What follows belongs to an exercise in optimizing a design on an open flow for small area and a short achievable clock period; a production flow would make more cautious choices.
Where RTL was checked, it was by simulation tests only, not by an equivalence proof against the original.
Only the layout flow was run in run 1; the RTL was not checked for function there.
Power and IR drop assume default switching activity.

==> flow/design.v, too long to show whole: its modules and the start of the top module <==
// module BMD_64_RWDMA_FSM: 1028 lines
// module rw_fa: 4 lines
// module rw_ao21: 3 lines
// module rw_xn2: 3 lines
// module rw_or2: 3 lines
// module rw_o21ai: 3 lines
// module rw_nor2: 3 lines
// module rw_mux2: 3 lines
// module rw_aoi21: 3 lines
// module rw_oai21: 3 lines
// module rw_nand2: 3 lines
// module rw_gfa: 6 lines
// module rw_mj3: 3 lines
// module rw_a2: 3 lines
// module rw_x2: 3 lines
module BMD_64_RWDMA_FSM (
    clk,
    rst_n,
    init_rst_i,
    wdma_rst_o,
    mwr_len_i,
    mwr_count_i,
    wdma_start_o,
    wdma_addr_o,
    wdma_done_i,
    wdma_irq_o,
    next_wdma_addr_i,
    next_wdma_up_addr_i,
    next_wdma_valid_i,
    wdma_start_i,
    wdma_stop_i,
    wdma_running_o,
    wdma_frame_len_i,
    timeframe_end_i,
    wdma_buf_ptr_o,
    wdma_status_o,
    cc_timeout_o
);
  // ...
==> flow/flow/run.sh <==
#!/bin/bash
# Standard layout (the standard.sh, unchanged synthesis), with two changes:
# - the port buffers are sky130_fd_sc_hd__buf_1 instead of the default
#   clkdlybuf4s50_1, which is larger and slower;
# - clock tree synthesis does not add dummy loads (it otherwise uses the same
#   arguments as ORFS: sink clustering, clock-net repair, CTS_BUF_LIST).
set -euo pipefail
export BUFFER_PORTS_ARGS="-buffer_cell sky130_fd_sc_hd__buf_1"
export CTS_ARGS="-sink_clustering_enable -repair_clock_nets -dont_use_dummy_load -buf_list {sky130_fd_sc_hd__clkbuf_4 sky130_fd_sc_hd__clkbuf_8}"
bash standard.sh finish > flow_make.log 2>&1
==> flow/standard.sh <==
#!/bin/bash
# synth_recipe.tcl (not shown) runs the flow's synth.tcl, then flattens the netlist and writes it again
# the make line also repeats each setting of config.mk as NAME=value (left out here)
make -C /OpenROAD-flow-scripts/flow DESIGN_CONFIG=/design/flow/config.mk WORK_HOME=/design/flow/orfs CLKGATE_MAP_FILE= SYNTH_SCRIPT=/design/flow/synth_recipe.tcl "${@:-finish}"
==> flow/config.mk <==
export PLATFORM = sky130hd
export DESIGN_NAME = BMD_64_RWDMA_FSM
export DESIGN_NICKNAME = BMD_64_RWDMA_FSM
export VERILOG_FILES = /design/flow/design.v
export SDC_FILE = /design/flow/constraint.sdc
export NUM_CORES = 4
export LEC_CHECK = 0
export CAP_MARGIN = 20
export CORE_MARGIN = 2
export CORE_UTILIZATION = 70
export CTS_BUF_LIST = sky130_fd_sc_hd__clkbuf_4 sky130_fd_sc_hd__clkbuf_8
export PLACE_DENSITY = 0.8
export SETUP_SLACK_MARGIN = 4.4
export SLEW_MARGIN = 20
export SYNTH_HIERARCHICAL = 1
export SYNTH_MINIMUM_KEEP_SIZE = 0
==> flow/constraint.sdc <==
create_clock -name core_clock -period 8.5 [get_ports {clk}]
set_input_delay 1.7000 -clock core_clock [delete_from_list [all_inputs] [get_ports {clk}]]
set_output_delay 1.7000 -clock core_clock [all_outputs]
set_load 0.01 [all_outputs]
==> impl_metrics.env, run 1 <==
export IMPL_outcome="no timing/DRC/antenna violations"
export IMPL_first_global_vias=7818
export IMPL_final_fill_count=978
export IMPL_synth_adder_area_share_pct=22.72
export IMPL_synth_area_mm2=0.01001
export IMPL_synth_cells=1171
export IMPL_n_sequential_cell=117
export IMPL_timing_critical_path_required_ns=6.80
export IMPL_synth_top_family_by_area="adder cells"
export IMPL_met3_wirelength_mm=1.684
export IMPL_port_buffers=154
export IMPL_min_to="to_lfsr[5]$_SDFFE_PP0P_"
export IMPL_crit_path_cell_trace="xnor2_2 -> o21ai_2 -> a21oi_2 -> o21ai_2 -> a21oi_4 -> buf_4 -> o21ai_1 -> xnor2_1 -> buf_2"
export IMPL_clkbuf_count=17
export IMPL_net_switching_power_of_the_design_w=0.0005002
export IMPL_num_nets_final=1479
export IMPL_yosysWarnings=7
export IMPL_postCtsResizedCells=36
export IMPL_multi_input_comb_area_mm2=0.007476
export IMPL_synth_most_common_cell="sky130_fd_sc_hd__nand2_1"
export IMPL_htree_levels=4
export IMPL_critical_path_arrival_ns=2.46
export IMPL_met1_length_mm=10.22
export IMPL_drt_pre_antenna_iters=5
export IMPL_ratio_of_total_power_to_cell_area_mw_per_mm2=131.3
export IMPL_path_class="reg2out"
export IMPL_ctsRootBufferMaster="sky130_fd_sc_hd__clkbuf_8"
export IMPL_power_ir_vdd_worst_mv=0.1009
export IMPL_setup_viol=0
export IMPL_clock_tree_from_tritoncts="done"
export IMPL_most_utilized_layer_in_the_global_route_result="met2"
export IMPL_synth_cell_type_count=53
export IMPL_hp_start="to_lfsr[4]$_SDFFE_PP0P_"
==> run 2: changes to the inputs <==
--- a/flow/design.v
+++ b/flow/design.v
@@ -556,44 +556,44 @@
     wire fs0, fc0;
     rw_fa u_fs0 (.a(xn[9]), .b(pp0_9), .c(pp1_8), .s(fs0), .co(fc0));
     wire hs1, hc1;
     rw_xn2 u_hs1 (.a(pp2_7), .b(pp3_6), .y(hs1));
     rw_or2 u_hc1 (.a(pp2_7), .b(pp3_6), .y(hc1));
     wire fs1, fc1;
     rw_fa u_fs1 (.a(xn[10]), .b(pp0_10), .c(pp1_9), .s(fs1), .co(fc1));
     wire fs2, fc2;
-    rw_gfa u_fs2 (.a(pp2_8), .b(pp3_7), .c(pp4_6), .s(fs2), .co(fc2));
+    rw_fa u_fs2 (.a(pp2_8), .b(pp3_7), .c(pp4_6), .s(fs2), .co(fc2));
     wire fs3, fc3;
     rw_fa u_fs3 (.a(xn[11]), .b(pp0_11), .c(pp1_10), .s(fs3), .co(fc3));
     wire fs4, fc4;
-    rw_gfa u_fs4 (.a(pp2_9), .b(pp3_8), .c(pp4_7), .s(fs4), .co(fc4));
+    rw_fa u_fs4 (.a(pp2_9), .b(pp3_8), .c(pp4_7), .s(fs4), .co(fc4));
     wire fs5, fc5;
     rw_fa u_fs5 (.a(xn[12]), .b(pp0_12), .c(pp1_11), .s(fs5), .co(fc5));
     wire fs6, fc6;
-    rw_gfa u_fs6 (.a(pp2_10), .b(pp3_9), .c(pp4_8), .s(fs6), .co(fc6));
+    rw_fa u_fs6 (.a(pp2_10), .b(pp3_9), .c(pp4_8), .s(fs6), .co(fc6));
     wire fs7, fc7;
     rw_fa u_fs7 (.a(xn[13]), .b(pp0_13), .c(pp1_12), .s(fs7), .co(fc7));
     wire fs8, fc8;
-    rw_gfa u_fs8 (.a(pp2_11), .b(pp3_10), .c(pp4_9), .s(fs8), .co(fc8));
+    rw_fa u_fs8 (.a(pp2_11), .b(pp3_10), .c(pp4_9), .s(fs8), .co(fc8));
     wire fs9, fc9;
     rw_fa u_fs9 (.a(xn[14]), .b(pp0_14), .c(pp1_13), .s(fs9), .co(fc9));
     wire fs10, fc10;
-    rw_gfa u_fs10 (.a(pp2_12), .b(pp3_11), .c(pp4_10), .s(fs10), .co(fc10));
+    rw_fa u_fs10 (.a(pp2_12), .b(pp3_11), .c(pp4_10), .s(fs10), .co(fc10));
     wire fs11, fc11;
     rw_fa u_fs11 (.a(xn[15]), .b(pp0_15), .c(pp1_14), .s(fs11), .co(fc11));
     wire fs12, fc12;
-    rw_gfa u_fs12 (.a(pp2_13), .b(pp3_12), .c(pp4_11), .s(fs12), .co(fc12));
+    rw_fa u_fs12 (.a(pp2_13), .b(pp3_12), .c(pp4_11), .s(fs12), .co(fc12));
     wire fs13, fc13;
     rw_fa u_fs13 (.a(xn[16]), .b(pp1_15), .c(pp2_14), .s(fs13), .co(fc13));
     wire hs2, hc2;
     rw_xn2 u_hs2 (.a(pp3_13), .b(pp4_12), .y(hs2));
     rw_or2 u_hc2 (.a(pp3_13), .b(pp4_12), .y(hc2));
     wire fs14, fc14;
-    rw_gfa u_fs14 (.a(xn[17]), .b(pp2_15), .c(pp3_14), .s(fs14), .co(fc14));
+    rw_fa u_fs14 (.a(xn[17]), .b(pp2_15), .c(pp3_14), .s(fs14), .co(fc14));
     wire hs3, hc3;
     rw_xn2 u_hs3 (.a(xn[5]), .b(pp0_5), .y(hs3));
     rw_or2 u_hc3 (.a(xn[5]), .b(pp0_5), .y(hc3));
     wire fs15, fc15;
     rw_fa u_fs15 (.a(xn[6]), .b(pp0_6), .c(pp1_5), .s(fs15), .co(fc15));
     wire hs4, hc4;
     rw_xn2 u_hs4 (.a(pp2_4), .b(pp3_3), .y(hs4));
     rw_or2 u_hc4 (.a(pp2_4), .b(pp3_3), .y(hc4));
@@ -610,65 +610,65 @@
     rw_fa u_fs19 (.a(pp4_4), .b(pp5_3), .c(pp6_2), .s(fs19), .co(fc19));
     wire fs20, fc20;
     rw_fa u_fs20 (.a(pp7_1), .b(pp8_0), .c(hs0), .s(fs20), .co(fc20));
     wire fs21, fc21;
     rw_fa u_fs21 (.a(pp4_5), .b(pp5_4), .c(pp6_3), .s(fs21), .co(fc21));
     wire fs22, fc22;
     rw_fa u_fs22 (.a(pp7_2), .b(pp8_1), .c(pp9_0), .s(fs22), .co(fc22));
     wire fs23, fc23;
-    rw_gfa u_fs23 (.a(hc0), .b(hs1), .c(fs0), .s(fs23), .co(fc23));
+    rw_fa u_fs23 (.a(hc0), .b(hs1), .c(fs0), .s(fs23), .co(fc23));
     wire fs24, fc24;
     rw_fa u_fs24 (.a(pp5_5), .b(pp6_4), .c(pp7_3), .s(fs24), .co(fc24));
     wire fs25, fc25;
     rw_fa u_fs25 (.a(pp8_2), .b(pp9_1), .c(hc1), .s(fs25), .co(fc25));
     wire fs26, fc26;
-    rw_gfa u_fs26 (.a(fc0), .b(fs1), .c(fs2), .s(fs26), .co(fc26));
+    rw_fa u_fs26 (.a(fs1), .b(fs2), .c(fc0), .s(fs26), .co(fc26));
     wire fs27, fc27;
     rw_fa u_fs27 (.a(pp5_6), .b(pp6_5), .c(pp7_4), .s(fs27), .co(fc27));
     wire fs28, fc28;
-    rw_fa u_fs28 (.a(pp8_3), .b(pp9_2), .c(fc1), .s(fs28), .co(fc28));
+    rw_fa u_fs28 (.a(pp8_3), .b(pp9_2), .c(fs3), .s(fs28), .co(fc28));
     wire fs29, fc29;
-    rw_gfa u_fs29 (.a(fc2), .b(fs3), .c(fs4), .s(fs29), .co(fc29));
+    rw_fa u_fs29 (.a(fs4), .b(fc1), .c(fc2), .s(fs29), .co(fc29));
     wire fs30, fc30;
     rw_fa u_fs30 (.a(pp5_7), .b(pp6_6), .c(pp7_5), .s(fs30), .co(fc30));
     wire fs31, fc31;
-    rw_fa u_fs31 (.a(pp8_4), .b(pp9_3), .c(fc3), .s(fs31), .co(fc31));
+    rw_fa u_fs31 (.a(pp8_4), .b(pp9_3), .c(fs5), .s(fs31), .co(fc31));
     wire fs32, fc32;
-    rw_gfa u_fs32 (.a(fc4), .b(fs5), .c(fs6), .s(fs32), .co(fc32));
+    rw_fa u_fs32 (.a(fs6), .b(fc3), .c(fc4), .s(fs32), .co(fc32));
     wire fs33, fc33;
     rw_fa u_fs33 (.a(pp5_8), .b(pp6_7), .c(pp7_6), .s(fs33), .co(fc33));
     wire fs34, fc34;
-    rw_fa u_fs34 (.a(pp8_5), .b(pp9_4), .c(fc5), .s(fs34), .co(fc34));
+    rw_fa u_fs34 (.a(pp8_5), .b(pp9_4), .c(fs7), .s(fs34), .co(fc34));
     wire fs35, fc35;
-    rw_gfa u_fs35 (.a(fc6), .b(fs7), .c(fs8), .s(fs35), .co(fc35));
+    rw_fa u_fs35 (.a(fs8), .b(fc5), .c(fc6), .s(fs35), .co(fc35));
     wire fs36, fc36;
     rw_fa u_fs36 (.a(pp5_9), .b(pp6_8), .c(pp7_7), .s(fs36), .co(fc36));
     wire fs37, fc37;
-    rw_fa u_fs37 (.a(pp8_6), .b(pp9_5), .c(fc7), .s(fs37), .co(fc37));
+    rw_fa u_fs37 (.a(pp8_6), .b(pp9_5), .c(fs9), .s(fs37), .co(fc37));
     wire fs38, fc38;
-    rw_gfa u_fs38 (.a(fc8), .b(fs9), .c(fs10), .s(fs38), .co(fc38));
+    rw_fa u_fs38 (.a(fs10), .b(fc7), .c(fc8), .s(fs38), .co(fc38));
     wire fs39, fc39;
     rw_fa u_fs39 (.a(pp5_10), .b(pp6_9), .c(pp7_8), .s(fs39), .co(fc39));
     wire fs40, fc40;
-    rw_fa u_fs40 (.a(pp8_7), .b(pp9_6), .c(fc9), .s(fs40), .co(fc40));
+    rw_fa u_fs40 (.a(pp8_7), .b(pp9_6), .c(fs11), .s(fs40), .co(fc40));
     wire fs41, fc41;
-    rw_gfa u_fs41 (.a(fc10), .b(fs11), .c(fs12), .s(fs41), .co(fc41));
+    rw_fa u_fs41 (.a(fs12), .b(fc9), .c(fc10), .s(fs41), .co(fc41));
     wire fs42, fc42;
     rw_fa u_fs42 (.a(pp5_11), .b(pp6_10), .c(pp7_9), .s(fs42), .co(fc42));
     wire fs43, fc43;
     rw_fa u_fs43 (.a(pp8_8), .b(pp9_7), .c(hs2), .s(fs43), .co(fc43));
     wire fs44, fc44;
-    rw_gfa u_fs44 (.a(fc11), .b(fc12), .c(fs13), .s(fs44), .co(fc44));
+    rw_fa u_fs44 (.a(fs13), .b(fc11), .c(fc12), .s(fs44), .co(fc44));
     wire fs45, fc45;
     rw_fa u_fs45 (.a(pp4_13), .b(pp5_12), .c(pp6_11), .s(fs45), .co(fc45));
     wire fs46, fc46;
     rw_fa u_fs46 (.a(pp7_10), .b(pp8_9), .c(pp9_8), .s(fs46), .co(fc46));
     wire fs47, fc47;
-    rw_gfa u_fs47 (.a(hc2), .b(fc13), .c(fs14), .s(fs47), .co(fc47));
+    rw_fa u_fs47 (.a(hc2), .b(fs14), .c(fc13), .s(fs47), .co(fc47));
     wire fs48, fc48;
     rw_fa u_fs48 (.a(xn[18]), .b(pp3_15), .c(pp4_14), .s(fs48), .co(fc48));
     wire fs49, fc49;
     rw_fa u_fs49 (.a(pp5_13), .b(pp6_12), .c(pp7_11), .s(fs49), .co(fc49));
     wire fs50, fc50;
     rw_fa u_fs50 (.a(pp8_10), .b(pp9_9), .c(fc14), .s(fs50), .co(fc50));
     wire fs51, fc51;
     rw_fa u_fs51 (.a(xn[19]), .b(pp4_15), .c(pp5_14), .s(fs51), .co(fc51));
@@ -690,167 +690,167 @@
     rw_fa u_fs56 (.a(pp4_1), .b(pp5_0), .c(hs3), .s(fs56), .co(fc56));
     wire fs57, fc57;
     rw_fa u_fs57 (.a(pp4_2), .b(pp5_1), .c(pp6_0), .s(fs57), .co(fc57));
     wire fs58, fc58;
     rw_fa u_fs58 (.a(hc3), .b(hs4), .c(fs15), .s(fs58), .co(fc58));
     wire fs59, fc59;
     rw_fa u_fs59 (.a(pp7_0), .b(hc4), .c(hs5), .s(fs59), .co(fc59));
     wire fs60, fc60;
-    rw_fa u_fs60 (.a(fc15), .b(fs16), .c(fs17), .s(fs60), .co(fc60));
+    rw_fa u_fs60 (.a(fs16), .b(fs17), .c(fc15), .s(fs60), .co(fc60));
     wire fs61, fc61;
-    rw_fa u_fs61 (.a(hc5), .b(fc16), .c(fc17), .s(fs61), .co(fc61));
+    rw_fa u_fs61 (.a(hc5), .b(fs18), .c(fs19), .s(fs61), .co(fc61));
     wire fs62, fc62;
-    rw_fa u_fs62 (.a(fs18), .b(fs19), .c(fs20), .s(fs62), .co(fc62));
+    rw_fa u_fs62 (.a(fc16), .b(fc17), .c(fs20), .s(fs62), .co(fc62));
     wire fs63, fc63;
-    rw_fa u_fs63 (.a(fc18), .b(fc19), .c(fs21), .s(fs63), .co(fc63));
+    rw_fa u_fs63 (.a(fs21), .b(fs22), .c(fc18), .s(fs63), .co(fc63));
     wire fs64, fc64;
-    rw_gfa u_fs64 (.a(fs22), .b(fc20), .c(fs23), .s(fs64), .co(fc64));
+    rw_fa u_fs64 (.a(fc19), .b(fs23), .c(fc20), .s(fs64), .co(fc64));
     wire fs65, fc65;
-    rw_fa u_fs65 (.a(fc21), .b(fc22), .c(fs24), .s(fs65), .co(fc65));
+    rw_fa u_fs65 (.a(fs24), .b(fc21), .c(fc22), .s(fs65), .co(fc65));
     wire fs66, fc66;
-    rw_gfa u_fs66 (.a(fs25), .b(fc23), .c(fs26), .s(fs66), .co(fc66));
+    rw_fa u_fs66 (.a(fs25), .b(fs26), .c(fc23), .s(fs66), .co(fc66));
     wire fs67, fc67;
-    rw_fa u_fs67 (.a(fc24), .b(fs27), .c(fc25), .s(fs67), .co(fc67));
+    rw_fa u_fs67 (.a(fs27), .b(fc24), .c(fs28), .s(fs67), .co(fc67));
     wire fs68, fc68;
-    rw_gfa u_fs68 (.a(fs28), .b(fc26), .c(fs29), .s(fs68), .co(fc68));
+    rw_fa u_fs68 (.a(fc25), .b(fs29), .c(fc26), .s(fs68), .co(fc68));
     wire fs69, fc69;
-    rw_gfa u_fs69 (.a(fc27), .b(fs30), .c(fc28), .s(fs69), .co(fc69));
+    rw_fa u_fs69 (.a(fs30), .b(fc27), .c(fs31), .s(fs69), .co(fc69));
     wire fs70, fc70;
-    rw_gfa u_fs70 (.a(fs31), .b(fc29), .c(fs32), .s(fs70), .co(fc70));
+    rw_fa u_fs70 (.a(fc28), .b(fs32), .c(fc29), .s(fs70), .co(fc70));
     wire fs71, fc71;
-    rw_gfa u_fs71 (.a(fc30), .b(fs33), .c(fc31), .s(fs71), .co(fc71));
+    rw_fa u_fs71 (.a(fs33), .b(fc30), .c(fs34), .s(fs71), .co(fc71));
     wire fs72, fc72;
-    rw_gfa u_fs72 (.a(fs34), .b(fc32), .c(fs35), .s(fs72), .co(fc72));
+    rw_fa u_fs72 (.a(fc31), .b(fs35), .c(fc32), .s(fs72), .co(fc72));
     wire fs73, fc73;
-    rw_gfa u_fs73 (.a(fc33), .b(fs36), .c(fc34), .s(fs73), .co(fc73));
+    rw_fa u_fs73 (.a(fs36), .b(fc33), .c(fs37), .s(fs73), .co(fc73));
     wire fs74, fc74;
-    rw_gfa u_fs74 (.a(fs37), .b(fc35), .c(fs38), .s(fs74), .co(fc74));
+    rw_fa u_fs74 (.a(fc34), .b(fs38), .c(fc35), .s(fs74), .co(fc74));
     wire fs75, fc75;
-    rw_gfa u_fs75 (.a(fc36), .b(fs39), .c(fc37), .s(fs75), .co(fc75));
+    rw_fa u_fs75 (.a(fs39), .b(fc36), .c(fs40), .s(fs75), .co(fc75));
     wire fs76, fc76;
-    rw_gfa u_fs76 (.a(fs40), .b(fc38), .c(fs41), .s(fs76), .co(fc76));
+    rw_fa u_fs76 (.a(fc37), .b(fs41), .c(fc38), .s(fs76), .co(fc76));
     wire fs77, fc77;
-    rw_fa u_fs77 (.a(fc39), .b(fs42), .c(fs43), .s(fs77), .co(fc77));
+    rw_fa u_fs77 (.a(fs42), .b(fc39), .c(fs43), .s(fs77), .co(fc77));
     wire fs78, fc78;
-    rw_gfa u_fs78 (.a(fc40), .b(fc41), .c(fs44), .s(fs78), .co(fc78));
+    rw_fa u_fs78 (.a(fc40), .b(fs44), .c(fc41), .s(fs78), .co(fc78));
     wire fs79, fc79;
-    rw_fa u_fs79 (.a(fc42), .b(fs45), .c(fs46), .s(fs79), .co(fc79));
+    rw_fa u_fs79 (.a(fs45), .b(fs46), .c(fc42), .s(fs79), .co(fc79));
     wire fs80, fc80;
-    rw_gfa u_fs80 (.a(fc43), .b(fc44), .c(fs47), .s(fs80), .co(fc80));
+    rw_fa u_fs80 (.a(fc43), .b(fs47), .c(fc44), .s(fs80), .co(fc80));
     wire fs81, fc81;
-    rw_fa u_fs81 (.a(fc45), .b(fc46), .c(fs48), .s(fs81), .co(fc81));
+    rw_fa u_fs81 (.a(fs48), .b(fs49), .c(fc45), .s(fs81), .co(fc81));
     wire fs82, fc82;
-    rw_fa u_fs82 (.a(fs49), .b(fs50), .c(fc47), .s(fs82), .co(fc82));
+    rw_fa u_fs82 (.a(fc46), .b(fs50), .c(fc47), .s(fs82), .co(fc82));
     wire fs83, fc83;
-    rw_fa u_fs83 (.a(pp9_10), .b(fc48), .c(fc49), .s(fs83), .co(fc83));
+    rw_fa u_fs83 (.a(pp9_10), .b(fs51), .c(fs52), .s(fs83), .co(fc83));
     wire fs84, fc84;
-    rw_fa u_fs84 (.a(fs51), .b(fs52), .c(fc50), .s(fs84), .co(fc84));
+    rw_fa u_fs84 (.a(fc48), .b(fc49), .c(fc50), .s(fs84), .co(fc84));
     wire fs85, fc85;
     rw_fa u_fs85 (.a(pp7_13), .b(pp8_12), .c(pp9_11), .s(fs85), .co(fc85));
     wire fs86, fc86;
-    rw_fa u_fs86 (.a(fc51), .b(fc52), .c(fs53), .s(fs86), .co(fc86));
+    rw_fa u_fs86 (.a(fs53), .b(fc51), .c(fc52), .s(fs86), .co(fc86));
     wire fs87, fc87;
     rw_fa u_fs87 (.a(xn[21]), .b(pp6_15), .c(pp7_14), .s(fs87), .co(fc87));
     wire fs88, fc88;
     rw_fa u_fs88 (.a(pp8_13), .b(pp9_12), .c(fc53), .s(fs88), .co(fc88));
     wire fs89, fc89;
     rw_fa u_fs89 (.a(xn[22]), .b(pp7_15), .c(pp8_14), .s(fs89), .co(fc89));
     wire hs8, hc8;
     rw_xn2 u_hs8 (.a(xn[2]), .b(pp0_2), .y(hs8));
     rw_or2 u_hc8 (.a(xn[2]), .b(pp0_2), .y(hc8));
     wire fs90, fc90;
     rw_fa u_fs90 (.a(pp1_2), .b(pp2_1), .c(pp3_0), .s(fs90), .co(fc90));
     wire fs91, fc91;
     rw_fa u_fs91 (.a(pp4_0), .b(hc6), .c(hs7), .s(fs91), .co(fc91));
     wire fs92, fc92;
-    rw_fa u_fs92 (.a(hc7), .b(fc54), .c(fs55), .s(fs92), .co(fc92));
+    rw_fa u_fs92 (.a(hc7), .b(fs55), .c(fc54), .s(fs92), .co(fc92));
     wire fs93, fc93;
-    rw_fa u_fs93 (.a(fc55), .b(fs57), .c(fc56), .s(fs93), .co(fc93));
+    rw_fa u_fs93 (.a(fs57), .b(fc55), .c(fs58), .s(fs93), .co(fc93));
     wire fs94, fc94;
-    rw_fa u_fs94 (.a(fc57), .b(fs59), .c(fc58), .s(fs94), .co(fc94));
+    rw_fa u_fs94 (.a(fc57), .b(fs59), .c(fs60), .s(fs94), .co(fc94));
     wire fs95, fc95;
-    rw_fa u_fs95 (.a(fc59), .b(fs61), .c(fc60), .s(fs95), .co(fc95));
+    rw_fa u_fs95 (.a(fc59), .b(fs61), .c(fs62), .s(fs95), .co(fc95));
     wire fs96, fc96;
-    rw_fa u_fs96 (.a(fc61), .b(fs63), .c(fc62), .s(fs96), .co(fc96));
+    rw_fa u_fs96 (.a(fs63), .b(fc61), .c(fc62), .s(fs96), .co(fc96));
     wire fs97, fc97;
-    rw_gfa u_fs97 (.a(fc63), .b(fs65), .c(fc64), .s(fs97), .co(fc97));
+    rw_fa u_fs97 (.a(fs65), .b(fc63), .c(fc64), .s(fs97), .co(fc97));
     wire fs98, fc98;
-    rw_gfa u_fs98 (.a(fc65), .b(fs67), .c(fc66), .s(fs98), .co(fc98));
+    rw_fa u_fs98 (.a(fs67), .b(fc65), .c(fs68), .s(fs98), .co(fc98));
     wire fs99, fc99;
-    rw_gfa u_fs99 (.a(fc67), .b(fs69), .c(fc68), .s(fs99), .co(fc99));
+    rw_fa u_fs99 (.a(fs69), .b(fc67), .c(fs70), .s(fs99), .co(fc99));
     wire fs100, fc100;
-    rw_gfa u_fs100 (.a(fc69), .b(fs71), .c(fc70), .s(fs100), .co(fc100));
+    rw_fa u_fs100 (.a(fs71), .b(fc69), .c(fs72), .s(fs100), .co(fc100));
     wire fs101, fc101;
-    rw_gfa u_fs101 (.a(fc71), .b(fs73), .c(fc72), .s(fs101), .co(fc101));
+    rw_fa u_fs101 (.a(fs73), .b(fc71), .c(fs74), .s(fs101), .co(fc101));
     wire fs102, fc102;
-    rw_gfa u_fs102 (.a(fc73), .b(fs75), .c(fc74), .s(fs102), .co(fc102));
+    rw_fa u_fs102 (.a(fs75), .b(fc73), .c(fs76), .s(fs102), .co(fc102));
     wire fs103, fc103;
-    rw_gfa u_fs103 (.a(fc75), .b(fs77), .c(fc76), .s(fs103), .co(fc103));
+    rw_fa u_fs103 (.a(fs77), .b(fc75), .c(fs78), .s(fs103), .co(fc103));
     wire fs104, fc104;
-    rw_gfa u_fs104 (.a(fc77), .b(fs79), .c(fc78), .s(fs104), .co(fc104));
+    rw_fa u_fs104 (.a(fs79), .b(fc77), .c(fs80), .s(fs104), .co(fc104));
     wire fs105, fc105;
-    rw_gfa u_fs105 (.a(fc79), .b(fs81), .c(fc80), .s(fs105), .co(fc105));
+    rw_fa u_fs105 (.a(fs81), .b(fc79), .c(fs82), .s(fs105), .co(fc105));
     wire fs106, fc106;
-    rw_gfa u_fs106 (.a(fc81), .b(fs83), .c(fs84), .s(fs106), .co(fc106));
+    rw_fa u_fs106 (.a(fs83), .b(fc81), .c(fs84), .s(fs106), .co(fc106));
     wire fs107, fc107;
     rw_fa u_fs107 (.a(fs85), .b(fc83), .c(fs86), .s(fs107), .co(fc107));
     wire fs108, fc108;
-    rw_fa u_fs108 (.a(fc85), .b(fs87), .c(fs88), .s(fs108), .co(fc108));
+    rw_fa u_fs108 (.a(fs87), .b(fc85), .c(fs88), .s(fs108), .co(fc108));
     wire fs109, fc109;
-    rw_fa u_fs109 (.a(pp9_13), .b(fc87), .c(fs89), .s(fs109), .co(fc109));
+    rw_fa u_fs109 (.a(pp9_13), .b(fs89), .c(fc87), .s(fs109), .co(fc109));
     wire fs110, fc110;
     rw_fa u_fs110 (.a(xn[23]), .b(pp8_15), .c(pp9_14), .s(fs110), .co(fc110));
     wire hs9, hc9;
     rw_xn2 u_hs9 (.a(xn[1]), .b(pp0_1), .y(hs9));
     rw_or2 u_hc9 (.a(xn[1]), .b(pp0_1), .y(hc9));
     wire fs111, fc111;
     rw_fa u_fs111 (.a(pp1_1), .b(pp2_0), .c(hs8), .s(fs111), .co(fc111));
     wire fs112, fc112;
     rw_fa u_fs112 (.a(hc8), .b(hs6), .c(fs90), .s(fs112), .co(fc112));
     wire fs113, fc113;
-    rw_fa u_fs113 (.a(fc90), .b(fs54), .c(fs91), .s(fs113), .co(fc113));
+    rw_fa u_fs113 (.a(fs54), .b(fc90), .c(fs91), .s(fs113), .co(fc113));
     wire fs114, fc114;
-    rw_fa u_fs114 (.a(fc91), .b(fs56), .c(fs92), .s(fs114), .co(fc114));
+    rw_fa u_fs114 (.a(fs56), .b(fc91), .c(fs92), .s(fs114), .co(fc114));
     wire fs115, fc115;
-    rw_fa u_fs115 (.a(fc92), .b(fs58), .c(fs93), .s(fs115), .co(fc115));
+    rw_fa u_fs115 (.a(fc56), .b(fc92), .c(fs93), .s(fs115), .co(fc115));
     wire fs116, fc116;
-    rw_fa u_fs116 (.a(fc93), .b(fs60), .c(fs94), .s(fs116), .co(fc116));
+    rw_fa u_fs116 (.a(fc58), .b(fs94), .c(fc93), .s(fs116), .co(fc116));
     wire fs117, fc117;
-    rw_fa u_fs117 (.a(fs62), .b(fc94), .c(fs95), .s(fs117), .co(fc117));
+    rw_fa u_fs117 (.a(fc60), .b(fs95), .c(fc94), .s(fs117), .co(fc117));
     wire fs118, fc118;
-    rw_gfa u_fs118 (.a(fc95), .b(fs64), .c(fs96), .s(fs118), .co(fc118));
+    rw_fa u_fs118 (.a(fs64), .b(fs96), .c(fc95), .s(fs118), .co(fc118));
     wire fs119, fc119;
-    rw_gfa u_fs119 (.a(fc96), .b(fs66), .c(fs97), .s(fs119), .co(fc119));
+    rw_fa u_fs119 (.a(fs66), .b(fs97), .c(fc96), .s(fs119), .co(fc119));
     wire fs120, fc120;
-    rw_gfa u_fs120 (.a(fs68), .b(fc97), .c(fs98), .s(fs120), .co(fc120));
+    rw_fa u_fs120 (.a(fc66), .b(fs98), .c(fc97), .s(fs120), .co(fc120));
     wire fs121, fc121;
-    rw_gfa u_fs121 (.a(fs70), .b(fc98), .c(fs99), .s(fs121), .co(fc121));
+    rw_fa u_fs121 (.a(fc68), .b(fs99), .c(fc98), .s(fs121), .co(fc121));
     wire fs122, fc122;
-    rw_gfa u_fs122 (.a(fs72), .b(fc99), .c(fs100), .s(fs122), .co(fc122));
+    rw_fa u_fs122 (.a(fc70), .b(fs100), .c(fc99), .s(fs122), .co(fc122));
     wire fs123, fc123;
-    rw_gfa u_fs123 (.a(fs74), .b(fc100), .c(fs101), .s(fs123), .co(fc123));
+    rw_fa u_fs123 (.a(fc72), .b(fs101), .c(fc100), .s(fs123), .co(fc123));
     wire fs124, fc124;
-    rw_gfa u_fs124 (.a(fs76), .b(fc101), .c(fs102), .s(fs124), .co(fc124));
+    rw_fa u_fs124 (.a(fc74), .b(fs102), .c(fc101), .s(fs124), .co(fc124));
     wire fs125, fc125;
-    rw_gfa u_fs125 (.a(fs78), .b(fc102), .c(fs103), .s(fs125), .co(fc125));
+    rw_fa u_fs125 (.a(fc76), .b(fs103), .c(fc102), .s(fs125), .co(fc125));
     wire fs126, fc126;
-    rw_gfa u_fs126 (.a(fs80), .b(fc103), .c(fs104), .s(fs126), .co(fc126));
+    rw_fa u_fs126 (.a(fc78), .b(fs104), .c(fc103), .s(fs126), .co(fc126));
     wire fs127, fc127;
-    rw_gfa u_fs127 (.a(fs82), .b(fc104), .c(fs105), .s(fs127), .co(fc127));
+    rw_fa u_fs127 (.a(fc80), .b(fs105), .c(fc104), .s(fs127), .co(fc127));
     wire fs128, fc128;
-    rw_gfa u_fs128 (.a(fc82), .b(fs106), .c(fc105), .s(fs128), .co(fc128));
+    rw_fa u_fs128 (.a(fc82), .b(fs106), .c(fc105), .s(fs128), .co(fc128));
     wire fs129, fc129;
-    rw_gfa u_fs129 (.a(fc84), .b(fs107), .c(fc106), .s(fs129), .co(fc129));
+    rw_fa u_fs129 (.a(fs107), .b(fc84), .c(fc106), .s(fs129), .co(fc129));
     wire fs130, fc130;
     rw_fa u_fs130 (.a(fc86), .b(fs108), .c(fc107), .s(fs130), .co(fc130));
     wire fs131, fc131;
-    rw_fa u_fs131 (.a(fc88), .b(fs109), .c(fc108), .s(fs131), .co(fc131));
+    rw_fa u_fs131 (.a(fs109), .b(fc88), .c(fc108), .s(fs131), .co(fc131));
     wire fs132, fc132;
-    rw_fa u_fs132 (.a(fc89), .b(fs110), .c(fc109), .s(fs132), .co(fc132));
+    rw_fa u_fs132 (.a(fs110), .b(fc89), .c(fc109), .s(fs132), .co(fc132));
     wire fs133, fc133;
     rw_fa u_fs133 (.a(xn[24]), .b(pp9_15), .c(fc110), .s(fs133), .co(fc133));
     assign ts_n[0] = xn[0];
     assign tc_n[0] = pp0_0;
     assign ts_n[1] = hs9;
     assign tc_n[1] = pp1_0;
     assign ts_n[2] = hc9;
     assign tc_n[2] = fs111;
==> flow/flow/run.sh (replaced) <==
#!/bin/bash
# The standard layout (standard.sh), with the standard synthesis unchanged:
#  1. synthesis: `standard.sh synth`, as is;
#  2. the rest of the flow, with these layout choices:
#     - port buffers are sky130_fd_sc_hd__buf_1 (the default pick, clkdlybuf4s50_1,
#       is larger and slower);
#     - the delay cells (clkdlybuf4s*, dlygate4sd*, dlymetal6s*) are not used by
#       placement/timing repair, which otherwise picks them to drive fanout;
#     - clock tree synthesis adds no dummy loads (same arguments as ORFS otherwise).
set -euo pipefail
bash standard.sh synth > flow_synth.log 2>&1
export BUFFER_PORTS_ARGS="-buffer_cell sky130_fd_sc_hd__buf_1"
export CTS_ARGS="-sink_clustering_enable -repair_clock_nets -dont_use_dummy_load -buf_list {sky130_fd_sc_hd__clkbuf_4 sky130_fd_sc_hd__clkbuf_8}"
export DONT_USE_CELLS="sky130_fd_sc_hd__clkdlybuf4s15_1 sky130_fd_sc_hd__clkdlybuf4s15_2 sky130_fd_sc_hd__clkdlybuf4s18_1 sky130_fd_sc_hd__clkdlybuf4s18_2 sky130_fd_sc_hd__clkdlybuf4s25_1 sky130_fd_sc_hd__clkdlybuf4s25_2 sky130_fd_sc_hd__clkdlybuf4s50_1 sky130_fd_sc_hd__clkdlybuf4s50_2 sky130_fd_sc_hd__dlygate4sd1_1 sky130_fd_sc_hd__dlygate4sd2_1 sky130_fd_sc_hd__dlygate4sd3_1 sky130_fd_sc_hd__dlymetal6s2s_1 sky130_fd_sc_hd__dlymetal6s4s_1 sky130_fd_sc_hd__dlymetal6s6s_1"
bash standard.sh finish > flow_make.log 2>&1
--- a/flow/config.mk
+++ b/flow/config.mk
@@ -5,12 +5,12 @@
 export SDC_FILE = /design/flow/constraint.sdc
 export NUM_CORES = 4
 export LEC_CHECK = 0
 export CAP_MARGIN = 20
 export CORE_MARGIN = 2
 export CORE_UTILIZATION = 70
 export CTS_BUF_LIST = sky130_fd_sc_hd__clkbuf_4 sky130_fd_sc_hd__clkbuf_8
 export PLACE_DENSITY = 0.8
-export SETUP_SLACK_MARGIN = 4.4
+export SETUP_SLACK_MARGIN = 4.2
 export SLEW_MARGIN = 20
 export SYNTH_HIERARCHICAL = 1
 export SYNTH_MINIMUM_KEEP_SIZE = 0
==> run 2 against run 1 <==
  * Setup slack got worse by 0.092 ns
  * Critical path type is now in2reg
  * Sequential power about the same
  * Via count decreased by 6.4%
  * Largest cell class unchanged
  * Hold slack improved by 0.0062 ns
  * Sequential share of layout area increased by 0.94 points
  * Routed wire length is 0.10% higher
  * Still clean
  * Die area fell by 4.3%
  * Largest power group unchanged
  * Synthesized area is 4.5% lower
==> impl_metrics.env, run 2 <==
export IMPL_grt_overflow_total=0
export IMPL_die_height_um=120.9
export IMPL_critPathMaxFanout=10
export IMPL_min_period_over_period_pct=50.07
export IMPL_drive_above_1_share_pct=11.26
export IMPL_hold_viol_final=0
export IMPL_placementRows=42
export IMPL_synth_ff_type="sky130_fd_sc_hd__dfxtp_1"
export IMPL_timing_max_cap_violations=0
export IMPL_outcome="no timing/DRC/antenna violations"
export IMPL_syn_avg_cell_area_um2=8.944
export IMPL_placement_cell_area_mm2=0.01021
export IMPL_cp_slowest_stage_delay_ns=0.54
export IMPL_htree_levels=4
export IMPL_post_synth_edffs=0
export IMPL_clock_path_buffers=2
export IMPL_final_fill_count=896
export IMPL_met3_wirelength_mm=2.130
export IMPL_core_area_mm2=0.01330
export IMPL_fmax_ghz=0.2350
export IMPL_critical_path_arrival_ns=4.56
export IMPL_synthMuxAreaShare_pct=1.989
export IMPL_initial_core_util_pct=71.92
export IMPL_clock_skew_ns=0.03409
export IMPL_holdCritPathClass="reg2reg"
export IMPL_synth_area_mm2=0.009562
export IMPL_post_route_min_period_ns=4.256
export IMPL_synth_top_cells_by_area="sky130_fd_sc_hd__fa_1, sky130_fd_sc_hd__dfxtp_1, sky130_fd_sc_hd__nand2_1, sky130_fd_sc_hd__xnor2_1, sky130_fd_sc_hd__xor2_1"
export IMPL_leakage_nw=3.484
export IMPL_yosysSeqAreaShare_pct=24.50
export IMPL_dr_max_layer_used="met4"
export IMPL_synth_seq_cells=117
export IMPL_synth_compound_area_share_pct=12.35
export IMPL_startpoint="mwr_count_i[11]"
export IMPL_timing_setup_tns_ns=0
export IMPL_multi_input_comb_area_mm2=0.006969
export IMPL_most_frequent_standard_cell_in_the_layout_excluding_fill_and_tap_cells="sky130_fd_sc_hd__nand2_1"
export IMPL_path_class="in2reg"
export IMPL_cp_top_family="adder cells"
export IMPL_wl_per_cell_um=17.55
export IMPL_setup_worst_path_end_class="flop"
export IMPL_synth_cells=1069
export IMPL_final_number_of_max_transition_violations=0
export IMPL_detailed_place_hpwl_mm=17.13
export IMPL_detail_route_drc_violations=0
export IMPL_port_buffers=154
export IMPL_total_met2_wirelength_after_detailed_routing_mm=11.72
export IMPL_setup_viol=0
export IMPL_die_area_mm2=0.01461
export IMPL_hp_start="s_q[25]$_DFF_P_"
export IMPL_timing_worst_slew_pin_value_ns=1.107
export IMPL_synth_common_cells="sky130_fd_sc_hd__nand2_1, sky130_fd_sc_hd__fa_1, sky130_fd_sc_hd__dfxtp_1, sky130_fd_sc_hd__nor2_1, sky130_fd_sc_hd__xnor2_1"
export IMPL_power_total_w=0.001424
export IMPL_grt_max_degree=55
export IMPL_ys_async_sr_fraction_pct=0
export IMPL_clock_tree_from_tritoncts="done"
export IMPL_final_area_mm2=0.01075
export IMPL_gr_usage_all_layers_pct=33.58
export IMPL_clock_sinks=117
export IMPL_synth_top_family_by_area="adder cells"
export IMPL_critPathBufInv=1
export IMPL_first_global_vias=7952
export IMPL_n_antenna_cell=0
export IMPL_synth_most_common_cell="sky130_fd_sc_hd__nand2_1"
export IMPL_timing_rr_start="s_q[15]$_DFF_P_"
export IMPL_num_nets_final=1419
export IMPL_registers_with_the_most_flip_flops="c_q: 27 flops, s_q: 27 flops, wdma_buf_cnt: 16 flops"
export IMPL_tritoncts_num_buffers=17
export IMPL_total_routed_length_mm=23.97
export IMPL_cell_type_with_the_highest_occurrence_count_on_the_critical_path="sky130_fd_sc_hd__fa_2"
export IMPL_synthToLayoutAreaGrowth_pct=12.41
export IMPL_netlist_top_cell_by_area="sky130_fd_sc_hd__fa_1"
export IMPL_drt_pre_antenna_iters=5
export IMPL_synth_cell_type_count=52
export IMPL_synth_simple_gate_area_share_pct=17.56
export IMPL_routed_via_count_divided_by_cell_count=5.891
export IMPL_gp_routability_congestion=0.8725
export IMPL_grt_pass1_wl_mm=38.28
export IMPL_synth_top_area_share_pct=28.06
export IMPL_fp_dieW_um=120.9
export IMPL_postLayoutCoreUtil_pct=80.84
export IMPL_antenna_found_initial=0
export IMPL_post_synth_xor_area_fraction_pct=10.08
export IMPL_crit_slowest_cell="sky130_fd_sc_hd__fa_2"
export IMPL_yosysWarnings=7
export IMPL_rsz0062_at_grt="yes"
export IMPL_clkSlewWorstSetupHoldPaths_ns=0.07
export IMPL_timing_critical_path_required_ns=8.80
export IMPL_seq_area_mm2=0.002342
export IMPL_slew_headroom_pct=26.03
export IMPL_ctsRootBufferMaster="sky130_fd_sc_hd__clkbuf_8"
export IMPL_setup_worst_path_start_class="input pin"
export IMPL_power_ir_vdd_worst_mv=0.1563
export IMPL_leading_cell_types_in_the_layout_fill_and_taps_excluded="sky130_fd_sc_hd__nand2_1, sky130_fd_sc_hd__buf_1, sky130_fd_sc_hd__fa_1, sky130_fd_sc_hd__dfxtp_1, sky130_fd_sc_hd__nor2_1"
export IMPL_ratio_of_total_power_to_cell_area_mw_per_mm2=132.5
export IMPL_drtIter0Drc=712
export IMPL_met1_length_mm=9.689
export IMPL_crit_path_cell_trace="clkbuf_4 -> nand2_1 -> fa_2 -> fa_1 -> fa_1 -> fa_2 -> fa_2 -> nor2_1"
export IMPL_detailed_route_via_count=8047
export IMPL_worst_skew_pair_late_latency_ns=0.45
export IMPL_ioPinCount=155
export IMPL_synth_adder_area_share_pct=28.45
export IMPL_hold_fix_buffer_count_after_cts=0
export IMPL_postRouteAntennaNets=0
==> run 2: changes by cell type in the layout (fill, tap and decap cells not counted), moves of 5 or more <==
cell / before / now
sky130_fd_sc_hd__nand2_1: 241 / 234
sky130_fd_sc_hd__xnor2_1: 44 / 55
sky130_fd_sc_hd__buf_6: 0 / 5
sky130_fd_sc_hd__fa_1: 80 / 117
sky130_fd_sc_hd__xor2_1: 146 / 46
sky130_fd_sc_hd__xnor2_2: 18 / 8
sky130_fd_sc_hd__clkdlybuf4s15_2: 0 / 5
sky130_fd_sc_hd__clkbuf_2: 18 / 1
sky130_fd_sc_hd__maj3_2: 51 / 0
sky130_fd_sc_hd__fa_2: 3 / 17
sky130_fd_sc_hd__buf_4: 17 / 11
==> run 2: logic make-up (layout without fill, tap and decap cells) <==
group,after synthesis,after routing
XOR/XNOR,110,110
flip-flops,117,117
other,1,3
AO/OA/AOI/OAI,179,179
adder cells (fa/ha/maj),137,137
multiplexers,13,13
buffers and inverters,119,238
AND/OR/NAND/NOR,393,393
==> run 2: metal layers <==
layer	up-vias	global-route usage [%]
li1	3701	-
met1	3934	45.85
met2	374	54.25
met3	38	7.519
met4	0	9.738
met5	-	0
==> run 2: Yosys stat by module, one instance, submodules excluded, excerpt <==
module | cell area, µm² | flops+latches | times used | cells
rw_nor2 | 3.754 | 0 | 49 | 1
rw_xn2 | 8.758 | 0 | 49 | 1
rw_or2 | 6.256 | 0 | 10 | 1
rw_x2 | 8.758 | 0 | 13 | 1
rw_o21ai | 5.005 | 0 | 27 | 1
BMD_64_RWDMA_FSM | 5271 | 117 | 1 | 682
rw_aoi21 | 8.758 | 0 | 22 | 1
rw_fa | 20.02 | 0 | 134 | 1
rw_oai21 | 5.005 | 0 | 35 | 1
rw_nand2 | 3.754 | 0 | 36 | 1
==> run 2: worst paths after layout <==
path                                         to  slack (ns)  cells after the start
worst max register to register  c_q[15]$_DFF_P_        5.27                      7
worst min register to register  c_q[25]$_DFF_P_        0.45                      2
worst max-delay path            c_q[15]$_DFF_P_        4.24                      8
worst min-delay path            c_q[25]$_DFF_P_        0.45                      2
==> run 2: repair_timing <==
item,in CTS,in global routing
resized for setup,52,26
setup endpoints to repair,54,31
pin swaps,3,4
setup buffers,3,4
hold endpoints to repair,0,0
==> run 2: final cells by class <==
type,count,area share [%]
Sequential cell,117,21.79
Multi-Input combinational cell,835,64.84
Timing Repair Buffer,163,7.113
Clock buffer,17,2.177
Tap cell,176,2.049
Inverter,58,2.026
==> run 2: worst register-to-register path: cells and delay by family (launching register included) <==
kind	cells	cell delay, ns
and+or+nand+nor	1	0.05
adders and majority gates	5	2.55
DFF	1	0.39
buffers and inverters	1	0.12
==> run 2: per-stage QoR <==
stage                     cells  worst slack, ns  hold WS (ns)
after floorplan            1071            3.913        0.3918
after global placement     1342            3.297        0.4349
after detailed placement   1342            3.202        0.4454
after CTS                  1362            4.201        0.4544
after global routing       1366            4.162        0.4654
final                      1366            4.244        0.4533
==> run 2: where the power goes <==
group          total (W)  internal [W]  switching [W]
clock           0.000367      0.000175       0.000192
combinational   0.000495      0.000224       0.000271
sequential      0.000562      0.000555     0.00000706
total            0.00142      0.000953       0.000470
==> run 3: changes to the inputs <==
==> flow/flow/run.sh (replaced) <==
#!/bin/bash
# Standard layout (the standard.sh, unchanged synthesis), with two changes:
# - the port buffers are sky130_fd_sc_hd__buf_1 instead of the default
#   clkdlybuf4s50_1, which is larger and slower;
# - clock tree synthesis does not add dummy loads (it otherwise uses the same
#   arguments as ORFS: sink clustering, clock-net repair, CTS_BUF_LIST).
set -euo pipefail
export BUFFER_PORTS_ARGS="-buffer_cell sky130_fd_sc_hd__buf_1"
export CTS_ARGS="-sink_clustering_enable -repair_clock_nets -dont_use_dummy_load -buf_list {sky130_fd_sc_hd__clkbuf_4 sky130_fd_sc_hd__clkbuf_8}"
bash standard.sh finish > flow_make.log 2>&1
--- a/flow/config.mk
+++ b/flow/config.mk
@@ -10,7 +10,7 @@
 export CORE_UTILIZATION = 70
 export CTS_BUF_LIST = sky130_fd_sc_hd__clkbuf_4 sky130_fd_sc_hd__clkbuf_8
 export PLACE_DENSITY = 0.8
-export SETUP_SLACK_MARGIN = 4.2
+export SETUP_SLACK_MARGIN = 4.1
 export SLEW_MARGIN = 20
 export SYNTH_HIERARCHICAL = 1
 export SYNTH_MINIMUM_KEEP_SIZE = 0
==> run 3 against run 2 <==
  * Critical path depth did not move
  * Core utilization decreased by 0.92 points
  * Synthesized area did not move
  * Combinational power shrank 3%
  * Power shrank 1.2%
  * Flip-flop and latch count is the same
  * Clock-buffer cell count did not move
  * Setup slack got worse by 0.056 ns
  * Sequential power is essentially flat
==> impl_metrics.env, run 3 <==
export IMPL_fmax_ghz=0.2319
export IMPL_synth_cell_type_count=52
export IMPL_tritoncts_num_buffers=17
export IMPL_die_height_um=120.9
export IMPL_ioPinCount=155
export IMPL_synthToLayoutAreaGrowth_pct=11.12
export IMPL_n_antenna_cell=0
export IMPL_critical_path_arrival_ns=4.61
export IMPL_post_synth_edffs=0
export IMPL_worst_skew_pair_late_latency_ns=0.45
export IMPL_power_ir_vdd_worst_mv=0.1218
export IMPL_holdCritPathClass="reg2reg"
export IMPL_initial_core_util_pct=71.92
export IMPL_synth_top_cells_by_area="sky130_fd_sc_hd__fa_1, sky130_fd_sc_hd__dfxtp_1, sky130_fd_sc_hd__nand2_1, sky130_fd_sc_hd__xnor2_1, sky130_fd_sc_hd__xor2_1"
export IMPL_detailed_route_via_count=7943
export IMPL_timing_critical_path_required_ns=8.80
export IMPL_setup_worst_path_end_class="flop"
export IMPL_worst_hold_slack_ns=0.4568
export IMPL_post_route_min_period_ns=4.312
export IMPL_setup_viol=0
export IMPL_grt_pass1_wl_mm=37.65
export IMPL_total_routed_length_mm=23.12
export IMPL_detailed_place_hpwl_mm=17.17
export IMPL_min_period_over_period_pct=50.73
export IMPL_placementRows=42
export IMPL_numPlacedInstances=1343
export IMPL_most_frequent_standard_cell_in_the_layout_excluding_fill_and_tap_cells="sky130_fd_sc_hd__nand2_1"
export IMPL_final_number_of_max_transition_violations=0
export IMPL_fp_dieW_um=120.9
export IMPL_ratio_of_total_power_to_cell_area_mw_per_mm2=132.4
export IMPL_detail_route_drc_violations=0
export IMPL_grt_overflow_total=0
export IMPL_postLayoutSetupSlackWorst_ns=4.188
export IMPL_die_area_mm2=0.01461
export IMPL_drt_pre_antenna_iters=5
export IMPL_clock_path_buffers=2
export IMPL_first_global_vias=7754
export IMPL_path_class="in2reg"
export IMPL_wl_per_cell_um=16.95
export IMPL_num_nets_final=1417
export IMPL_drive_above_1_share_pct=10.02
export IMPL_synth_top_area_share_pct=28.06
export IMPL_timing_worst_slew_pin_value_ns=1.158
export IMPL_yosysWarnings=7
export IMPL_leading_cell_types_in_the_layout_fill_and_taps_excluded="sky130_fd_sc_hd__nand2_1, sky130_fd_sc_hd__buf_1, sky130_fd_sc_hd__fa_1"
export IMPL_core_area_mm2=0.01330
export IMPL_antenna_found_initial=0
export IMPL_layout_cells_non_filler=1364
export IMPL_routed_via_count_divided_by_cell_count=5.823
export IMPL_registers_with_the_most_flip_flops="c_q: 27 flops, s_q: 27 flops, wdma_buf_cnt: 16 flops"
export IMPL_clkSlewWorstSetupHoldPaths_ns=0.06
export IMPL_syn_avg_cell_area_um2=8.944
export IMPL_netlist_top_cell_by_area="sky130_fd_sc_hd__fa_1"
export IMPL_setup_worst_path_start_class="input pin"
export IMPL_leakage_nw=3.454
export IMPL_gp_routability_congestion=0.8614
export IMPL_synth_ff_type="sky130_fd_sc_hd__dfxtp_1"
export IMPL_rsz0062_at_grt="no"
export IMPL_slew_headroom_pct=22.63
export IMPL_postLayoutCoreUtil_pct=79.92
export IMPL_outcome="no timing/DRC/antenna violations"
export IMPL_synth_cells=1069
export IMPL_timing_max_cap_violations=0
export IMPL_critPathMaxFanout=16
export IMPL_grt_max_degree=55
export IMPL_dpl_worst_slack_ns=3.209
export IMPL_yosysSeqAreaShare_pct=24.50
export IMPL_synth_most_common_cell="sky130_fd_sc_hd__nand2_1"
export IMPL_drtIter0Drc=549
export IMPL_clock_tree_from_tritoncts="done"
export IMPL_timing_setup_tns_ns=0
export IMPL_ctsRootBufferMaster="sky130_fd_sc_hd__clkbuf_8"
export IMPL_hold_viol_final=0
export IMPL_clock_sinks=117
export IMPL_clock_skew_ns=0.02906
export IMPL_ys_async_sr_fraction_pct=0
export IMPL_synth_common_cells="sky130_fd_sc_hd__nand2_1, sky130_fd_sc_hd__fa_1, sky130_fd_sc_hd__dfxtp_1, sky130_fd_sc_hd__nor2_1, sky130_fd_sc_hd__xnor2_1"
export IMPL_gr_usage_all_layers_pct=32.95
export IMPL_synth_area_mm2=0.009562
export IMPL_htree_levels=4
export IMPL_final_fill_count=948
export IMPL_postRouteAntennaNets=0
export IMPL_port_buffers=154
export IMPL_synth_seq_cells=117
## run 3: cell counts after synthesis
No cell type changed its count.
## run 3: what timing repair did
action,CTS,global route
hold buffers,0,0
setup buffers,4,0
endpoints found under the setup margin,41,44
pin swaps,2,1
gates resized for setup,27,30
## run 3: power by group
group / switching, W / internal [W]
clock: 0.000189 / 0.000175
sequential: 0.00000681 / 0.000555
combinational: 0.000267 / 0.000215
## run 3: critical path: stages
cell and delay, ns:
sky130_fd_sc_hd__clkbuf_4 0.25, sky130_fd_sc_hd__nand2_1 0.10, sky130_fd_sc_hd__fa_1 0.48, sky130_fd_sc_hd__fa_1 0.51, sky130_fd_sc_hd__fa_1 0.58, sky130_fd_sc_hd__fa_2 0.44
sky130_fd_sc_hd__fa_1 0.50, sky130_fd_sc_hd__nor2_1 0.04
## run 3: per-module statistics from Yosys, one instance, submodules excluded
module,flops+latches,cells,copies in the design,cell area [µm²]
rw_nand2,0,1,36,3.754
rw_aoi21,0,1,22,8.758
rw_x2,0,1,13,8.758
rw_mux2,0,1,12,15.01
rw_o21ai,0,1,27,5.005
rw_xn2,0,1,49,8.758
rw_nor2,0,1,49,3.754
rw_fa,0,1,134,20.02
rw_or2,0,1,10,6.256
rw_oai21,0,1,35,5.005
BMD_64_RWDMA_FSM,117,682,1,5271
## run 3: metal layers
metal | routed length (µm) | GRT usage [%] | vias to the layer above
met1 | 9691 | 44.72 | 3868
li1 | - | - | 3691
met5 | 0 | 0 | -
met3 | 1898 | 7.707 | 41
met4 | 383 | 9.448 | 0
met2 | 11150 | 53.30 | 343
## run 3: cells by family (layout without fill, tap and decap cells)
logic type / count (synthesis) / in the layout / share of synthesized area [%]
xor+xnor: 110 / 110 / 10.08
compound gates: 179 / 179 / 12.35
buf+inv: 119 / 236 / 5.038
simple gates: 393 / 393 / 17.56
fa+ha+maj: 137 / 137 / 28.45
flops: 117 / 117 / 24.50
mux: 13 / 13 / 1.989
other cells: 1 / 3 / 0.03922
## run 3: area by class of cell
class / count / area, µm² / area share [%]
Tap cell: 176 / 220.2 / 2.073
Clock buffer: 17 / 234.0 / 2.202
Multi-Input combinational cell: 835 / 6924 / 65.17
Inverter: 58 / 217.7 / 2.049
Timing Repair Buffer: 161 / 686.9 / 6.465
Sequential cell: 117 / 2342 / 22.04
## run 3: per-stage QoR
step	total power (W)	instance area [µm²]
floorplan	0.0009352	9803
global placement	0.001026	10190
detailed placement	0.001053	10190
CTS	0.001413	10530
global route	0.001505	10630
finish	0.001406	10630
## run 3: path summary, 6_finish.rpt
path	from	endpoint	slack [ns]	cells after the start
worst max-delay path	mwr_len_i[0]	c_q[15]$_DFF_P_	4.19	8
worst min-delay path	s_q[25]$_DFF_P_	c_q[25]$_DFF_P_	0.46	2
worst max register to register	s_q[15]$_DFF_P_	c_q[15]$_DFF_P_	5.29	7
worst min register to register	s_q[25]$_DFF_P_	c_q[25]$_DFF_P_	0.46	2
==> run 4: changes to the inputs <==
--- a/flow/config.mk
+++ b/flow/config.mk
@@ -10,7 +10,7 @@
 export CORE_UTILIZATION = 70
 export CTS_BUF_LIST = sky130_fd_sc_hd__clkbuf_4 sky130_fd_sc_hd__clkbuf_8
 export PLACE_DENSITY = 0.8
-export SETUP_SLACK_MARGIN = 4.1
+export SETUP_SLACK_MARGIN = 4.3
 export SLEW_MARGIN = 20
 export SYNTH_HIERARCHICAL = 1
 export SYNTH_MINIMUM_KEEP_SIZE = 0
==> run 4 against run 3 <==
  * Sequential power barely moved
  * Synthesized area unchanged
  * First-iteration DRC count up 44%
  * Hold slack lost 0.013 ns
  * Via count increased by 4.2%
  * Critical endpoint is now wdma_addr_o[23]
==> impl_metrics.env, run 4 <==
export IMPL_ioPinCount=155
export IMPL_synth_top_cells_by_area="sky130_fd_sc_hd__fa_1, sky130_fd_sc_hd__dfxtp_1, sky130_fd_sc_hd__nand2_1, sky130_fd_sc_hd__xnor2_1, sky130_fd_sc_hd__xor2_1"
export IMPL_port_buffers=154
export IMPL_clock_path_buffers=2
export IMPL_layout_cells_non_filler=1386
export IMPL_synth_most_common_cell="sky130_fd_sc_hd__nand2_1"
export IMPL_fp_dieW_um=120.9
export IMPL_netlist_top_cell_by_area="sky130_fd_sc_hd__fa_1"
export IMPL_ctsRootBufferMaster="sky130_fd_sc_hd__clkbuf_8"
export IMPL_post_route_min_period_ns=4.181
export IMPL_clkSlewWorstSetupHoldPaths_ns=0.08
export IMPL_initial_core_util_pct=71.92
export IMPL_drive_above_1_share_pct=16.45
export IMPL_synth_seq_cells=117
export IMPL_yosysWarnings=7
export IMPL_gr_usage_all_layers_pct=33.92
export IMPL_dpl_worst_slack_ns=3.202
export IMPL_htree_levels=4
export IMPL_internal_power_w=0.0009616
export IMPL_leakage_nw=3.667
export IMPL_final_number_of_max_transition_violations=0
export IMPL_wl_per_cell_um=18.20
export IMPL_most_frequent_standard_cell_in_the_layout_excluding_fill_and_tap_cells="sky130_fd_sc_hd__nand2_1"
export IMPL_numPlacedInstances=1343
export IMPL_placement_cell_area_mm2=0.01022
export IMPL_power_ir_vdd_worst_mv=0.1106
export IMPL_critPathMaxFanout=5
export IMPL_detailed_route_via_count=8277
export IMPL_synth_common_cells="sky130_fd_sc_hd__nand2_1, sky130_fd_sc_hd__fa_1, sky130_fd_sc_hd__dfxtp_1, sky130_fd_sc_hd__nor2_1, sky130_fd_sc_hd__xnor2_1"
export IMPL_combinationalPowerShare_pct=35.0
export IMPL_drtIter0Drc=789
export IMPL_ys_async_sr_fraction_pct=0
export IMPL_antenna_found_initial=0
export IMPL_synth_ff_type="sky130_fd_sc_hd__dfxtp_1"
export IMPL_postRouteAntennaNets=0
export IMPL_registers_with_the_most_flip_flops="c_q: 27 flops, s_q: 27 flops, wdma_buf_cnt: 16 flops"
export IMPL_critical_path_arrival_ns=2.48
export IMPL_synth_top_area_share_pct=28.06
export IMPL_power_switching_share_pct=33.06
export IMPL_clock_tree_from_tritoncts="done"
export IMPL_synthToLayoutAreaGrowth_pct=17.29
export IMPL_net_switching_power_of_the_design_w=0.0004749
export IMPL_path_class="reg2out"
export IMPL_synth_cell_type_count=52
export IMPL_holdCritPathClass="reg2reg"
export IMPL_yosysSeqAreaShare_pct=24.50
export IMPL_timing_worst_slew_pin_value_ns=1.008
export IMPL_rsz0062_at_grt="yes"
export IMPL_post_synth_edffs=0
export IMPL_syn_avg_cell_area_um2=8.944
export IMPL_fmax_ghz=0.2392
export IMPL_min_period_over_period_pct=49.19
export IMPL_drt_pre_antenna_iters=7
export IMPL_detailed_place_hpwl_mm=17.21
export IMPL_timing_critical_path_required_ns=6.80
export IMPL_timing_max_cap_violations=0
export IMPL_core_area_mm2=0.01330
export IMPL_grt_max_degree=55
export IMPL_worst_skew_pair_late_latency_ns=0.44
export IMPL_synth_area_mm2=0.009562
export IMPL_power_share_clock_pct=25.9
export IMPL_setup_viol=0
export IMPL_detail_route_drc_violations=0
export IMPL_gp_routability_congestion=0.8459
export IMPL_timing_setup_tns_ns=0
export IMPL_outcome="no timing/DRC/antenna violations"
export IMPL_leading_cell_types_in_the_layout_fill_and_taps_excluded="sky130_fd_sc_hd__nand2_1, sky130_fd_sc_hd__buf_1, sky130_fd_sc_hd__fa_1"
export IMPL_placementRows=42
export IMPL_setup_worst_path_start_class="flop"
export IMPL_grt_overflow_total=0
export IMPL_power_total_w=0.001437
export IMPL_die_area_mm2=0.01461
export IMPL_routed_via_count_divided_by_cell_count=5.972
export IMPL_n_antenna_cell=0
export IMPL_ratio_of_total_power_to_cell_area_mw_per_mm2=128.1
export IMPL_postLayoutSetupSlackWorst_ns=4.319
export IMPL_setup_worst_path_end_class="output port"
export IMPL_first_global_vias=8029
export IMPL_hold_viol_final=0
export IMPL_clock_skew_ns=0.03125
export IMPL_num_nets_final=1439
export IMPL_grt_pass1_wl_mm=38.83
export IMPL_clock_sinks=117
export IMPL_total_routed_length_mm=25.23
export IMPL_tritoncts_num_buffers=17
export IMPL_synth_cells=1069
export IMPL_die_height_um=120.9
export IMPL_final_area_mm2=0.01121
export IMPL_seqPwrFrac_pct=39.1
export IMPL_slew_headroom_pct=32.62
run 4: modules after synthesis (local to each module, per instance):
module / area [µm²] / flops+latches / cells / copies in the design
rw_nand2: 3.754 / 0 / 1 / 36
rw_or2: 6.256 / 0 / 1 / 10
rw_x2: 8.758 / 0 / 1 / 13
rw_aoi21: 8.758 / 0 / 1 / 22
rw_xn2: 8.758 / 0 / 1 / 49
rw_mux2: 15.01 / 0 / 1 / 12
BMD_64_RWDMA_FSM: 5271 / 117 / 682 / 1
rw_fa: 20.02 / 0 / 1 / 134
rw_oai21: 5.005 / 0 / 1 / 35
rw_o21ai: 5.005 / 0 / 1 / 27
rw_nor2: 3.754 / 0 / 1 / 49
run 4: critical path, cell delays in order (launching register included):
cell                      delay (ns)
sky130_fd_sc_hd__dfxtp_2        0.34
sky130_fd_sc_hd__xnor2_2        0.24
sky130_fd_sc_hd__o21ai_2        0.12
sky130_fd_sc_hd__a21oi_2        0.23
sky130_fd_sc_hd__o21ai_2        0.11
sky130_fd_sc_hd__a21oi_4        0.29
sky130_fd_sc_hd__inv_4          0.11
sky130_fd_sc_hd__a21oi_2        0.16
sky130_fd_sc_hd__xor2_1         0.25
sky130_fd_sc_hd__buf_1          0.18
run 4: what timing repair did:
action,4_1_cts,5_1_grt
pin swaps,6,45
hold buffers,0,0
setup endpoints to repair,55,34
setup buffers,5,20
cloned,0,0
gates resized for setup,77,86
run 4: worst paths after layout:
check | depth (start not counted) | slack [ns] | start | end
worst max-delay path | 9 | 4.32 | s_q[9]$_DFF_P_ | wdma_addr_o[23]
worst min-delay path | 0 | 0.44 | st_check$_SDFF_PN0_ | prev_check$_DFF_P_
worst max register to register | 7 | 5.26 | s_q[11]$_DFF_P_ | c_q[11]$_DFF_P_
worst min register to register | 0 | 0.44 | st_check$_SDFF_PN0_ | prev_check$_DFF_P_
run 4: area by class of cell:
type,count,area [µm²]
Multi-Input combinational cell,835,7182
Sequential cell,117,2350
Fill cell,828,2081
Timing Repair Buffer,183,1008
Clock buffer,17,234.0
Inverter,58,220.2
Tap cell,176,220.2
run 4: metrics by stage:
step | hold slack [ns] | utilization [%]
2_1_floorplan | 0.3918 | -
3_3_place_gp | 0.4253 | 76.91
3_5_place_dp | 0.4251 | 76.91
4_1_cts | 0.4380 | 80.92
5_1_grt | 0.4689 | 84.35
6_report | 0.4442 | 84.35
run 4: power by group through the flow:
stage	combinational, W	sequential [W]	clock [W]
after floorplan	0.000379	0.000571	0
after global placement	0.000465	0.000573	0
after detailed placement	0.000480	0.000573	0
final	0.000502	0.000562	0.000372
after global routing	0.000567	0.000562	0.000400
after CTS	0.000488	0.000561	0.000373
run 4: logic make-up after synthesis:
family / Yosys count / synth area share [%]
other cells: 1 / 0.03922
xor+xnor: 110 / 10.08
simple gates: 393 / 17.56
mux: 13 / 1.989
compound gates: 179 / 12.35
buf+inv: 119 / 5.038
fa+ha+maj: 137 / 28.45
flops: 117 / 24.50
run 4: metal layers:
layer | GRT usage [%] | up-vias | routed length, µm
met5 | 0 | - | 0
met4 | 11.12 | 0 | 694
met3 | 6.626 | 82 | 2059
met2 | 55.16 | 444 | 12440
met1 | 45.99 | 4018 | 10040
li1 | - | 3733 | -

## afterwards: timing with drivers on the ports
The results above use ideal ports. As a check the final layouts listed here were re-extracted and re-timed, cells and wires unchanged.
Step 1, drivers: a clkbuf_16 drives clk and a buf_2 each remaining input, both assumed.
Step 2 moves the port delays by t, midway between the first and last clock arrival at a register: inputs arrive t later, outputs are due t later. That takes back most of the time a late clock gives input paths.
a / b / c = ideal ports / drivers / drivers and shift; a / b = the first two.
run	t, ns	setup slack, ns	worst setup path at the end	slew at the worst register clock pin (ns)	worst data-port slew with drivers (ns)
run 1	0.457	4.336 / 4.301 / 4.072	input to register	0.07 / 0.07	0.06
run 2	0.468	4.244 / 4.243 / 3.775	input to register	0.08 / 0.08	0.06
run 3	0.472	4.188 / 4.159 / 3.707	input to register	0.08 / 0.08	0.06
run 4	0.464	4.319 / 4.281 / 3.837	input to register	0.08 / 0.08	0.09
After both steps every run listed still meets setup and hold. For run 4, which loses most, drivers alone change the setup slack by -0.038 ns; drivers and shift together by -0.482 ns.
